Background: an optimization exercise with open tools, aiming at small area and a short achievable clock period. Do not read the settings as production practice. RTL that was checked went through simulation tests only; none was proved equivalent to the original. No functional check of the RTL was part of run 2.

==> flow/design.v (outline; a module is shown in full before it is edited, if it fits) <==
// module fixed_point_alu: 1472 lines
module fixed_point_alu (
    input clk,
    input rst,
    input [1:0] op,
    input signed [15:0] a,
    input signed [15:0] b,
    output signed [23:0] out,
    output overflow
);
  // ...
==> flow/flow/run.sh <==
#!/bin/bash
# The standard layout (standard.sh), with timing repair asked for more setup
# slack than the clock needs, so that it sizes up the critical paths.
export SETUP_SLACK_MARGIN=31
export BUFFER_PORTS_ARGS="-buffer_cell sky130_fd_sc_hd__buf_2"
bash standard.sh > standard.log 2>&1
==> flow/standard.sh <==
#!/bin/bash
# synth_recipe.tcl (not shown) runs the flow's synth.tcl, then flattens the netlist and writes it again
# the make line also repeats each setting of config.mk as NAME=value (left out here)
make -C /OpenROAD-flow-scripts/flow DESIGN_CONFIG=/design/flow/config.mk WORK_HOME=/design/flow/orfs CLKGATE_MAP_FILE= SYNTH_SCRIPT=/design/flow/synth_recipe.tcl "${@:-finish}"
==> flow/config.mk <==
export PLATFORM = sky130hd
export DESIGN_NAME = fixed_point_alu
export DESIGN_NICKNAME = fixed_point_alu
export VERILOG_FILES = /design/flow/design.v
export SDC_FILE = /design/flow/constraint.sdc
export NUM_CORES = 4
export LEC_CHECK = 0
export ABC_AREA = 1
export CAP_MARGIN = 20
export CORE_MARGIN = 2
export CORE_UTILIZATION = 40
export SLEW_MARGIN = 20
==> flow/constraint.sdc <==
create_clock -name core_clock -period 60.0 [get_ports {clk}]
set_input_delay 12.0000 -clock core_clock [delete_from_list [all_inputs] [get_ports {clk}]]
set_output_delay 12.0000 -clock core_clock [all_outputs]
set_load 0.01 [all_outputs]
==> flow_summary.ini, run 1 <==
[global_route]
grt_max_degree = 42
grt_use_met3_pct = 1.922

[layout]
mostFrequentLayoutCell = nand2_1
multi_input_gates = 3278
design_area_sq_mm = 0.02480
seq_share_pct = 4.565
fillers = 6660
area_growth_pct = 2.059
final_cells = 4775
dominant_cells = multi-input gates

[yosys]
ys_types = 87
synth_top_flop_cell = dfrtp_1
synth_top_family_by_area = simple AND/OR/NAND/NOR gates
synthTopCellsByCount = 1227 x nand2_1, 501 x inv_1, 466 x nand3_1

[worst_setup_path]
crit_type = primary input to flop
arrival_ns = 27.48
required_ns = 60.18

[sta]
setup_ws_ns = 32.70
max_freq_ghz = 0.03663
fin_crit_sh_pct = 45.50
setup_viol = 0
rsz0062_at_grt = true

[clock_network]
htree_levels = 2
clockBufferDepth = 2
clkTransAtPathRegs_ns = 0.07

[status]
status = timing/DRC/antenna clean

[floorplanning]
core_area_sq_mm = 0.06025
die-area_sq_mm = 0.06275
ios = 61

[routing]
finalWirelength_microns = 76350
drt_first_pass_iters = 6
==> run 2: changes to the inputs <==
--- a/flow/design.v
+++ b/flow/design.v
@@ -873,109 +873,109 @@
     assign d1_r9_r[9] = d1_p9[9] ^ (q1[9] & (E[9] ^ d1_r9_G18));
     assign d1_r9_r[10] = d1_p9[10] ^ (q1[9] & (E[10] ^ d1_r9_G24));
     assign d1_r9_r[11] = d1_p9[11] ^ (q1[9] & (E[11] ^ d1_r9_G16));
     assign d1_r9_r[12] = d1_p9[12] ^ (q1[9] & (E[12] ^ d1_r9_G25));
     assign d1_r9_r[13] = d1_p9[13] ^ (q1[9] & (E[13] ^ d1_r9_G19));
     assign d1_r9_r[14] = d1_p9[14] ^ (q1[9] & (E[14] ^ d1_r9_G26));
     wire [14:0] d1_rn9 = d1_r9_r;
     wire [14:0] d1_rem9 = d1_rn9[14:0];
+    wire [15:0] d1_p8 = {d1_rem9[14:0], N[8]};
+    wire [15:0] d1_r8_g = d1_p8 & E[15:0];
+    wire [15:0] d1_r8_o = d1_p8 | E[15:0];
+    wire d1_r8_G1 = d1_r8_g[0] | (d1_r8_o[0] & cin);
+    wire d1_r8_G2 = d1_r8_g[2] | (d1_r8_o[2] & d1_r8_g[1]);
+    wire d1_r8_P2 = d1_r8_o[2] & d1_r8_o[1];
+    wire d1_r8_G3 = d1_r8_g[4] | (d1_r8_o[4] & d1_r8_g[3]);
+    wire d1_r8_P3 = d1_r8_o[4] & d1_r8_o[3];
+    wire d1_r8_G4 = d1_r8_g[6] | (d1_r8_o[6] & d1_r8_g[5]);
+    wire d1_r8_P4 = d1_r8_o[6] & d1_r8_o[5];
+    wire d1_r8_G5 = d1_r8_g[8] | (d1_r8_o[8] & d1_r8_g[7]);
+    wire d1_r8_P5 = d1_r8_o[8] & d1_r8_o[7];
+    wire d1_r8_G6 = d1_r8_g[10] | (d1_r8_o[10] & d1_r8_g[9]);
+    wire d1_r8_P6 = d1_r8_o[10] & d1_r8_o[9];
+    wire d1_r8_G7 = d1_r8_g[12] | (d1_r8_o[12] & d1_r8_g[11]);
+    wire d1_r8_P7 = d1_r8_o[12] & d1_r8_o[11];
+    wire d1_r8_G8 = d1_r8_g[14] | (d1_r8_o[14] & d1_r8_g[13]);
+    wire d1_r8_P8 = d1_r8_o[14] & d1_r8_o[13];
+    wire d1_r8_G9 = d1_r8_G2 | (d1_r8_P2 & d1_r8_G1);
+    wire d1_r8_G10 = d1_r8_G4 | (d1_r8_P4 & d1_r8_G3);
+    wire d1_r8_P10 = d1_r8_P4 & d1_r8_P3;
+    wire d1_r8_G11 = d1_r8_G6 | (d1_r8_P6 & d1_r8_G5);
+    wire d1_r8_P11 = d1_r8_P6 & d1_r8_P5;
+    wire d1_r8_G12 = d1_r8_G8 | (d1_r8_P8 & d1_r8_G7);
+    wire d1_r8_P12 = d1_r8_P8 & d1_r8_P7;
+    wire d1_r8_G13 = d1_r8_G10 | (d1_r8_P10 & d1_r8_G9);
+    wire d1_r8_G14 = d1_r8_G12 | (d1_r8_P12 & d1_r8_G11);
+    wire d1_r8_P14 = d1_r8_P12 & d1_r8_P11;
+    wire d1_r8_G15 = d1_r8_G14 | (d1_r8_P14 & d1_r8_G13);
+    wire d1_r8_G16 = d1_r8_G11 | (d1_r8_P11 & d1_r8_G13);
+    wire d1_r8_G17 = d1_r8_G3 | (d1_r8_P3 & d1_r8_G9);
+    wire d1_r8_G18 = d1_r8_G5 | (d1_r8_P5 & d1_r8_G13);
+    wire d1_r8_G19 = d1_r8_G7 | (d1_r8_P7 & d1_r8_G16);
+    wire d1_r8_G20 = d1_r8_g[1] | (d1_r8_o[1] & d1_r8_G1);
+    wire d1_r8_G21 = d1_r8_g[3] | (d1_r8_o[3] & d1_r8_G9);
+    wire d1_r8_G22 = d1_r8_g[5] | (d1_r8_o[5] & d1_r8_G17);
+    wire d1_r8_G23 = d1_r8_g[7] | (d1_r8_o[7] & d1_r8_G13);
+    wire d1_r8_G24 = d1_r8_g[9] | (d1_r8_o[9] & d1_r8_G18);
+    wire d1_r8_G25 = d1_r8_g[11] | (d1_r8_o[11] & d1_r8_G16);
+    wire d1_r8_G26 = d1_r8_g[13] | (d1_r8_o[13] & d1_r8_G19);
+    wire d1_r8_G27 = d1_r8_g[15] | (d1_r8_o[15] & d1_r8_G15);
+    assign q1[8] = 1'b1 & d1_r8_G27;
+    wire [15:0] d1_r8_r;
+    assign d1_r8_r[0] = d1_p8[0] ^ (q1[8] & (E[0] ^ cin));
+    assign d1_r8_r[1] = d1_p8[1] ^ (q1[8] & (E[1] ^ d1_r8_G1));
+    assign d1_r8_r[2] = d1_p8[2] ^ (q1[8] & (E[2] ^ d1_r8_G20));
+    assign d1_r8_r[3] = d1_p8[3] ^ (q1[8] & (E[3] ^ d1_r8_G9));
+    assign d1_r8_r[4] = d1_p8[4] ^ (q1[8] & (E[4] ^ d1_r8_G21));
+    assign d1_r8_r[5] = d1_p8[5] ^ (q1[8] & (E[5] ^ d1_r8_G17));
+    assign d1_r8_r[6] = d1_p8[6] ^ (q1[8] & (E[6] ^ d1_r8_G22));
+    assign d1_r8_r[7] = d1_p8[7] ^ (q1[8] & (E[7] ^ d1_r8_G13));
+    assign d1_r8_r[8] = d1_p8[8] ^ (q1[8] & (E[8] ^ d1_r8_G23));
+    assign d1_r8_r[9] = d1_p8[9] ^ (q1[8] & (E[9] ^ d1_r8_G18));
+    assign d1_r8_r[10] = d1_p8[10] ^ (q1[8] & (E[10] ^ d1_r8_G24));
+    assign d1_r8_r[11] = d1_p8[11] ^ (q1[8] & (E[11] ^ d1_r8_G16));
+    assign d1_r8_r[12] = d1_p8[12] ^ (q1[8] & (E[12] ^ d1_r8_G25));
+    assign d1_r8_r[13] = d1_p8[13] ^ (q1[8] & (E[13] ^ d1_r8_G19));
+    assign d1_r8_r[14] = d1_p8[14] ^ (q1[8] & (E[14] ^ d1_r8_G26));
+    assign d1_r8_r[15] = d1_p8[15] ^ (q1[8] & (E[15] ^ d1_r8_G15));
+    wire [15:0] d1_rn8 = d1_r8_r;
+    wire [14:0] d1_rem8 = d1_rn8[14:0];
     reg [1:0] op_r;
     reg [23:0] res_r;   
     reg [14:0] e_r;     
     reg cin_r, a15_r;
-    reg [5:0] remh_r;   
-    reg [0:0] n_r;     
+    reg [6:0] remh_r;   
+    reg [-1:0] n_r;     
     always @(posedge clk or posedge rst) begin
         if (rst) begin
             op_r <= 2'd0;
             res_r <= 24'd0;
         end else begin
             op_r <= op;
             case (op)
                 2'b00, 2'b01: res_r <= {{7{addsub[16]}}, addsub};
                 2'b10: res_r <= prod[31:8];
-                default: res_r <= {q1[23:9], d1_rem9[8:0]};
+                default: res_r <= {q1[23:8], d1_rem8[7:0]};
             endcase
         end
     end
     always @(posedge clk) begin
         e_r <= E[14:0];
         cin_r <= cin;
         a15_r <= a[15];
-        n_r <= na[0:0];
-        remh_r <= d1_rem9[14:9];
+        n_r <= na[-1:0];
+        remh_r <= d1_rem8[14:8];
     end
     wire [15:0] E2 = {1'b1, e_r};
-    wire [14:0] rem2 = {remh_r, res_r[8:0]};
-    wire [23:0] N2 = {15'd0, n_r, 8'd0};
+    wire [14:0] rem2 = {remh_r, res_r[7:0]};
+    wire [23:0] N2 = {16'd0, n_r, 8'd0};
     wire [23:0] q;
-    assign q[23:9] = res_r[23:9];
-    wire [15:0] d2_p8 = {rem2[14:0], N2[8]};
-    wire [15:0] d2_r8_g = d2_p8 & E2[15:0];
-    wire [15:0] d2_r8_o = d2_p8 | E2[15:0];
-    wire d2_r8_G1 = d2_r8_g[0] | (d2_r8_o[0] & cin_r);
-    wire d2_r8_G2 = d2_r8_g[2] | (d2_r8_o[2] & d2_r8_g[1]);
-    wire d2_r8_P2 = d2_r8_o[2] & d2_r8_o[1];
-    wire d2_r8_G3 = d2_r8_g[4] | (d2_r8_o[4] & d2_r8_g[3]);
-    wire d2_r8_P3 = d2_r8_o[4] & d2_r8_o[3];
-    wire d2_r8_G4 = d2_r8_g[6] | (d2_r8_o[6] & d2_r8_g[5]);
-    wire d2_r8_P4 = d2_r8_o[6] & d2_r8_o[5];
-    wire d2_r8_G5 = d2_r8_g[8] | (d2_r8_o[8] & d2_r8_g[7]);
-    wire d2_r8_P5 = d2_r8_o[8] & d2_r8_o[7];
-    wire d2_r8_G6 = d2_r8_g[10] | (d2_r8_o[10] & d2_r8_g[9]);
-    wire d2_r8_P6 = d2_r8_o[10] & d2_r8_o[9];
-    wire d2_r8_G7 = d2_r8_g[12] | (d2_r8_o[12] & d2_r8_g[11]);
-    wire d2_r8_P7 = d2_r8_o[12] & d2_r8_o[11];
-    wire d2_r8_G8 = d2_r8_g[14] | (d2_r8_o[14] & d2_r8_g[13]);
-    wire d2_r8_P8 = d2_r8_o[14] & d2_r8_o[13];
-    wire d2_r8_G9 = d2_r8_G2 | (d2_r8_P2 & d2_r8_G1);
-    wire d2_r8_G10 = d2_r8_G4 | (d2_r8_P4 & d2_r8_G3);
-    wire d2_r8_P10 = d2_r8_P4 & d2_r8_P3;
-    wire d2_r8_G11 = d2_r8_G6 | (d2_r8_P6 & d2_r8_G5);
-    wire d2_r8_P11 = d2_r8_P6 & d2_r8_P5;
-    wire d2_r8_G12 = d2_r8_G8 | (d2_r8_P8 & d2_r8_G7);
-    wire d2_r8_P12 = d2_r8_P8 & d2_r8_P7;
-    wire d2_r8_G13 = d2_r8_G10 | (d2_r8_P10 & d2_r8_G9);
-    wire d2_r8_G14 = d2_r8_G12 | (d2_r8_P12 & d2_r8_G11);
-    wire d2_r8_P14 = d2_r8_P12 & d2_r8_P11;
-    wire d2_r8_G15 = d2_r8_G14 | (d2_r8_P14 & d2_r8_G13);
-    wire d2_r8_G16 = d2_r8_G11 | (d2_r8_P11 & d2_r8_G13);
-    wire d2_r8_G17 = d2_r8_G3 | (d2_r8_P3 & d2_r8_G9);
-    wire d2_r8_G18 = d2_r8_G5 | (d2_r8_P5 & d2_r8_G13);
-    wire d2_r8_G19 = d2_r8_G7 | (d2_r8_P7 & d2_r8_G16);
-    wire d2_r8_G20 = d2_r8_g[1] | (d2_r8_o[1] & d2_r8_G1);
-    wire d2_r8_G21 = d2_r8_g[3] | (d2_r8_o[3] & d2_r8_G9);
-    wire d2_r8_G22 = d2_r8_g[5] | (d2_r8_o[5] & d2_r8_G17);
-    wire d2_r8_G23 = d2_r8_g[7] | (d2_r8_o[7] & d2_r8_G13);
-    wire d2_r8_G24 = d2_r8_g[9] | (d2_r8_o[9] & d2_r8_G18);
-    wire d2_r8_G25 = d2_r8_g[11] | (d2_r8_o[11] & d2_r8_G16);
-    wire d2_r8_G26 = d2_r8_g[13] | (d2_r8_o[13] & d2_r8_G19);
-    wire d2_r8_G27 = d2_r8_g[15] | (d2_r8_o[15] & d2_r8_G15);
-    assign q[8] = 1'b1 & d2_r8_G27;
-    wire [15:0] d2_r8_r;
-    assign d2_r8_r[0] = d2_p8[0] ^ (q[8] & (E2[0] ^ cin_r));
-    assign d2_r8_r[1] = d2_p8[1] ^ (q[8] & (E2[1] ^ d2_r8_G1));
-    assign d2_r8_r[2] = d2_p8[2] ^ (q[8] & (E2[2] ^ d2_r8_G20));
-    assign d2_r8_r[3] = d2_p8[3] ^ (q[8] & (E2[3] ^ d2_r8_G9));
-    assign d2_r8_r[4] = d2_p8[4] ^ (q[8] & (E2[4] ^ d2_r8_G21));
-    assign d2_r8_r[5] = d2_p8[5] ^ (q[8] & (E2[5] ^ d2_r8_G17));
-    assign d2_r8_r[6] = d2_p8[6] ^ (q[8] & (E2[6] ^ d2_r8_G22));
-    assign d2_r8_r[7] = d2_p8[7] ^ (q[8] & (E2[7] ^ d2_r8_G13));
-    assign d2_r8_r[8] = d2_p8[8] ^ (q[8] & (E2[8] ^ d2_r8_G23));
-    assign d2_r8_r[9] = d2_p8[9] ^ (q[8] & (E2[9] ^ d2_r8_G18));
-    assign d2_r8_r[10] = d2_p8[10] ^ (q[8] & (E2[10] ^ d2_r8_G24));
-    assign d2_r8_r[11] = d2_p8[11] ^ (q[8] & (E2[11] ^ d2_r8_G16));
-    assign d2_r8_r[12] = d2_p8[12] ^ (q[8] & (E2[12] ^ d2_r8_G25));
-    assign d2_r8_r[13] = d2_p8[13] ^ (q[8] & (E2[13] ^ d2_r8_G19));
-    assign d2_r8_r[14] = d2_p8[14] ^ (q[8] & (E2[14] ^ d2_r8_G26));
-    assign d2_r8_r[15] = d2_p8[15] ^ (q[8] & (E2[15] ^ d2_r8_G15));
-    wire [15:0] d2_rn8 = d2_r8_r;
-    wire [14:0] d2_rem8 = d2_rn8[14:0];
-    wire [15:0] d2_p7 = {d2_rem8[14:0], N2[7]};
+    assign q[23:8] = res_r[23:8];
+    wire [15:0] d2_p7 = {rem2[14:0], N2[7]};
     wire [15:0] d2_r7_g = d2_p7 & E2[15:0];
     wire [15:0] d2_r7_o = d2_p7 | E2[15:0];
     wire d2_r7_G1 = d2_r7_g[0] | (d2_r7_o[0] & cin_r);
     wire d2_r7_G2 = d2_r7_g[2] | (d2_r7_o[2] & d2_r7_g[1]);
     wire d2_r7_P2 = d2_r7_o[2] & d2_r7_o[1];
     wire d2_r7_G3 = d2_r7_g[4] | (d2_r7_o[4] & d2_r7_g[3]);
     wire d2_r7_P3 = d2_r7_o[4] & d2_r7_o[3];
     wire d2_r7_G4 = d2_r7_g[6] | (d2_r7_o[6] & d2_r7_g[5]);
==> flow/flow/run.sh (replaced) <==
#!/bin/bash
# The standard layout (standard.sh), with timing repair asked for more setup
# slack than the clock needs, so that it sizes up the critical paths.
export SETUP_SLACK_MARGIN=0
export BUFFER_PORTS_ARGS="-buffer_cell sky130_fd_sc_hd__buf_2"
bash standard.sh > standard.log 2>&1
==> run 2 against run 1 <==
Cell area decreased by 0.81%. Non-clock buffer count down 6. Critical path depth shrank 22. Hold slack improved by 0.16 ns. Clock-buffer cell count did not move. Synthesized cell count rose by 1.2%.
==> flow_summary.ini, run 2 <==
[yosys]
synthTopCellsByCount = 1205 x nand2_1, 517 x inv_1, 475 x nand3_1
synth_edf_count = 0
synth_area_leader_cell = nand2_1
seq_area_frac_synth_pct = 4.630
avgSynthCellArea_sq_um = 5.955
synthesis.area_sq_mm = 0.02443
synth_seq_cells = 50
ys_warn_count = 2
ys_types = 85
synth_cells = 4102
synth_top_area_share_pct = 18.52
syn_nets = 4319
yosys-top-cells-area = nand2_1 19%, nand3_1 9.7%, xor2_1 9.7%, fa_1 8.9%, inv_1 7.9%
synth_top_flop_cell = dfrtp_1
async_flop_share_pct = 52.00
synth_most_common_cell = nand2_1

[routing]
finalWirelength_microns = 78460
drt_first_pass_iters = 6
route.vias.total = 25590
wire_per_inst_microns = 16.33
vias_per_cell = 5.325
first_iter_violations = 2134
ant_nets = 0
drc = 0

[layout]
regMostFlops = res_r
largest_reg_flops = 24
multi_input_area_sq_mm = 0.01952
final_cells = 4806
register_area_sq_mm = 0.001131
antenna_cells = 0
final_nets = 4240
mostFrequentLayoutCell = nand2_1
area_growth_pct = 0.7169
drive_gt1_share_pct = 10.31
fillers = 6685
design_area_sq_mm = 0.02460
final_cell_mix = 1205 x nand2_1, 516 x inv_1, 475 x nand3_1
top_regs = res_r x24, e_r x15, remh_r x7

[worst_setup_path]
critPathMaxFanout = 34
crit_path_end = out[20]
end_kind = output pin
crit_start = cin_r
crit_top_cell = nand2_1
arrival_ns = 18.31
start_kind = flop
critical_path.top_delay_family = simple AND/OR/NAND/NOR gates
required_ns = 48.00
cp_num_buf_inv = 3
crit_type = flop to output pin
critical_path.max_stage_delay_ns = 0.65
crit_slowest_cell = a211o_1
worstSetupPathDepth = 113

[floorplanning]
core_area_sq_mm = 0.06036
die_x_microns = 251.1
rows = 90
initial_utilization_pct = 40.47
die_h_microns = 251.1
ios = 61
die-area_sq_mm = 0.06306

[flow_run]
maxCapViolCount = 0

[global_route]
antenna_found_initial = 4
grt_pass1_wl_microns = 126900
grt_pass1_vias = 23270
grt_max_degree = 42
globalRouteOverflowTotal = 0
grt_use_total_pct = 24.76

[clock_network]
cts_setup_buffers = 0
postCtsHoldBufs = 0
clockBufferDepth = 2
cts_tree = built
htree_levels = 2
root_buffer = clkbuf_16
clkTransAtPathRegs_ns = 0.08
cts_num_sinks = 50
ctsResizeCount = 0
cts_buffers = 5

[sta]
max_slew.worst_pin.slew_ns = 1.052
tns_ns = 0
setup_viol = 0
rsz0062_at_grt = false
max_freq_ghz = 0.03299
timing.final.hold_violations = 0
min_period_ns = 30.31
relSlewSlack_pct = 29.85
fin_crit_sh_pct = 50.52
final_max_slew_viol_count = 0

[place]
dp_hpwl_microns = 61590
dp.cells = 4798
numPortBuffers = 60
place.gp.congestion = 0.9338
placed_area_sq_mm = 0.02444

[worst_hold_path]
hp-class = primary input to asynchronous set/reset pin

[status]
status = timing/DRC/antenna clean
==> run 2: how the worst min path moves through the flow <==
| stage | from | cells after the start | to |
|---|---|---|---|
| 2_1_floorplan | a[15] | 0 | a15_r |
| 3_3_place_gp | op[1] | 1 | op_r[1] |
| 3_5_place_dp | op[1] | 1 | op_r[1] |
| 4_1_cts | op[1] | 1 | op_r[1] |
| 5_1_grt | op[1] | 1 | op_r[1] |
| 6_report | rst | 2 | res_r[2] |
==> run 2: area by class of cell <==
class                      instances  share of cell area [%]
clock inverter                     3                  0.1170
inverter                         585                   9.190
tap                              782                   3.977
clock buffer                       5                  0.5086
multi-input combinational       3286                   79.32
timing repair buffer              95                   2.289
sequential                        50                   4.597
==> run 2: per-layer routing <==
layer / vias to the layer above / global-route usage (%) / part of all wire, %
met1: 11710 / 34.60 / 46
met3: 103 / 2.899 / 6.8
met5: - / 0 / 0.0089
li1: 12980 / - / -
met4: 2 / 6.480 / 2.8
met2: 801 / 40.31 / 44
==> run 2: kinds of logic (layout without fill, tap and decap cells) <==
logic type	Yosys count	count (layout)	share of synthesized area (%)
flops	50	50	4.630
fa+ha+maj	182	182	12.63
xor+xnor	317	317	11.84
compound gates	433	433	10.73
mux	2	2	0.08196
simple gates	2352	2352	44.53
buf+inv	766	688	15.56
==> run 2: per-stage QoR <==
step / setup slack [ns] / hold slack (ns) / utilization, %
floorplan: 35.18 / 12.03 / -
global placement: 30.23 / 12.21 / 40.50
detailed placement: 30.15 / 12.21 / 40.50
CTS: 29.98 / 11.88 / 40.75
global route: 27.48 / 11.88 / 40.76
finish: 29.69 / 11.85 / 40.76

[re-timing with driven ports]
Ports are ideal in the flow. The routed layouts listed here were re-timed in OpenROAD. Step 1, drivers: a clkbuf_16 drives clk and a buf_2 each remaining input, both assumed. Step 2 times the ports against the registers' clock, not the clock port: input delays grow and output delays shrink by t, the midpoint of the rising clock arrivals with the driver on. Three values: ideal ports, drivers, drivers and shift; two values: the first two.
run | t (ns) | setup slack, ns | worst register clock-pin slew, ns | pins driven straight from the clock port
run 1 | 0.338 | 32.698 / 32.723 / 32.385 | 0.07 / 0.07 | 1
run 2 | 0.350 | 29.688 / 29.641 / 29.951 | 0.08 / 0.08 | 1
After both steps setup and hold are still met in every run listed. For run 1, which loses most, drivers alone change the setup slack by +0.025 ns; drivers and shift together by -0.313 ns.
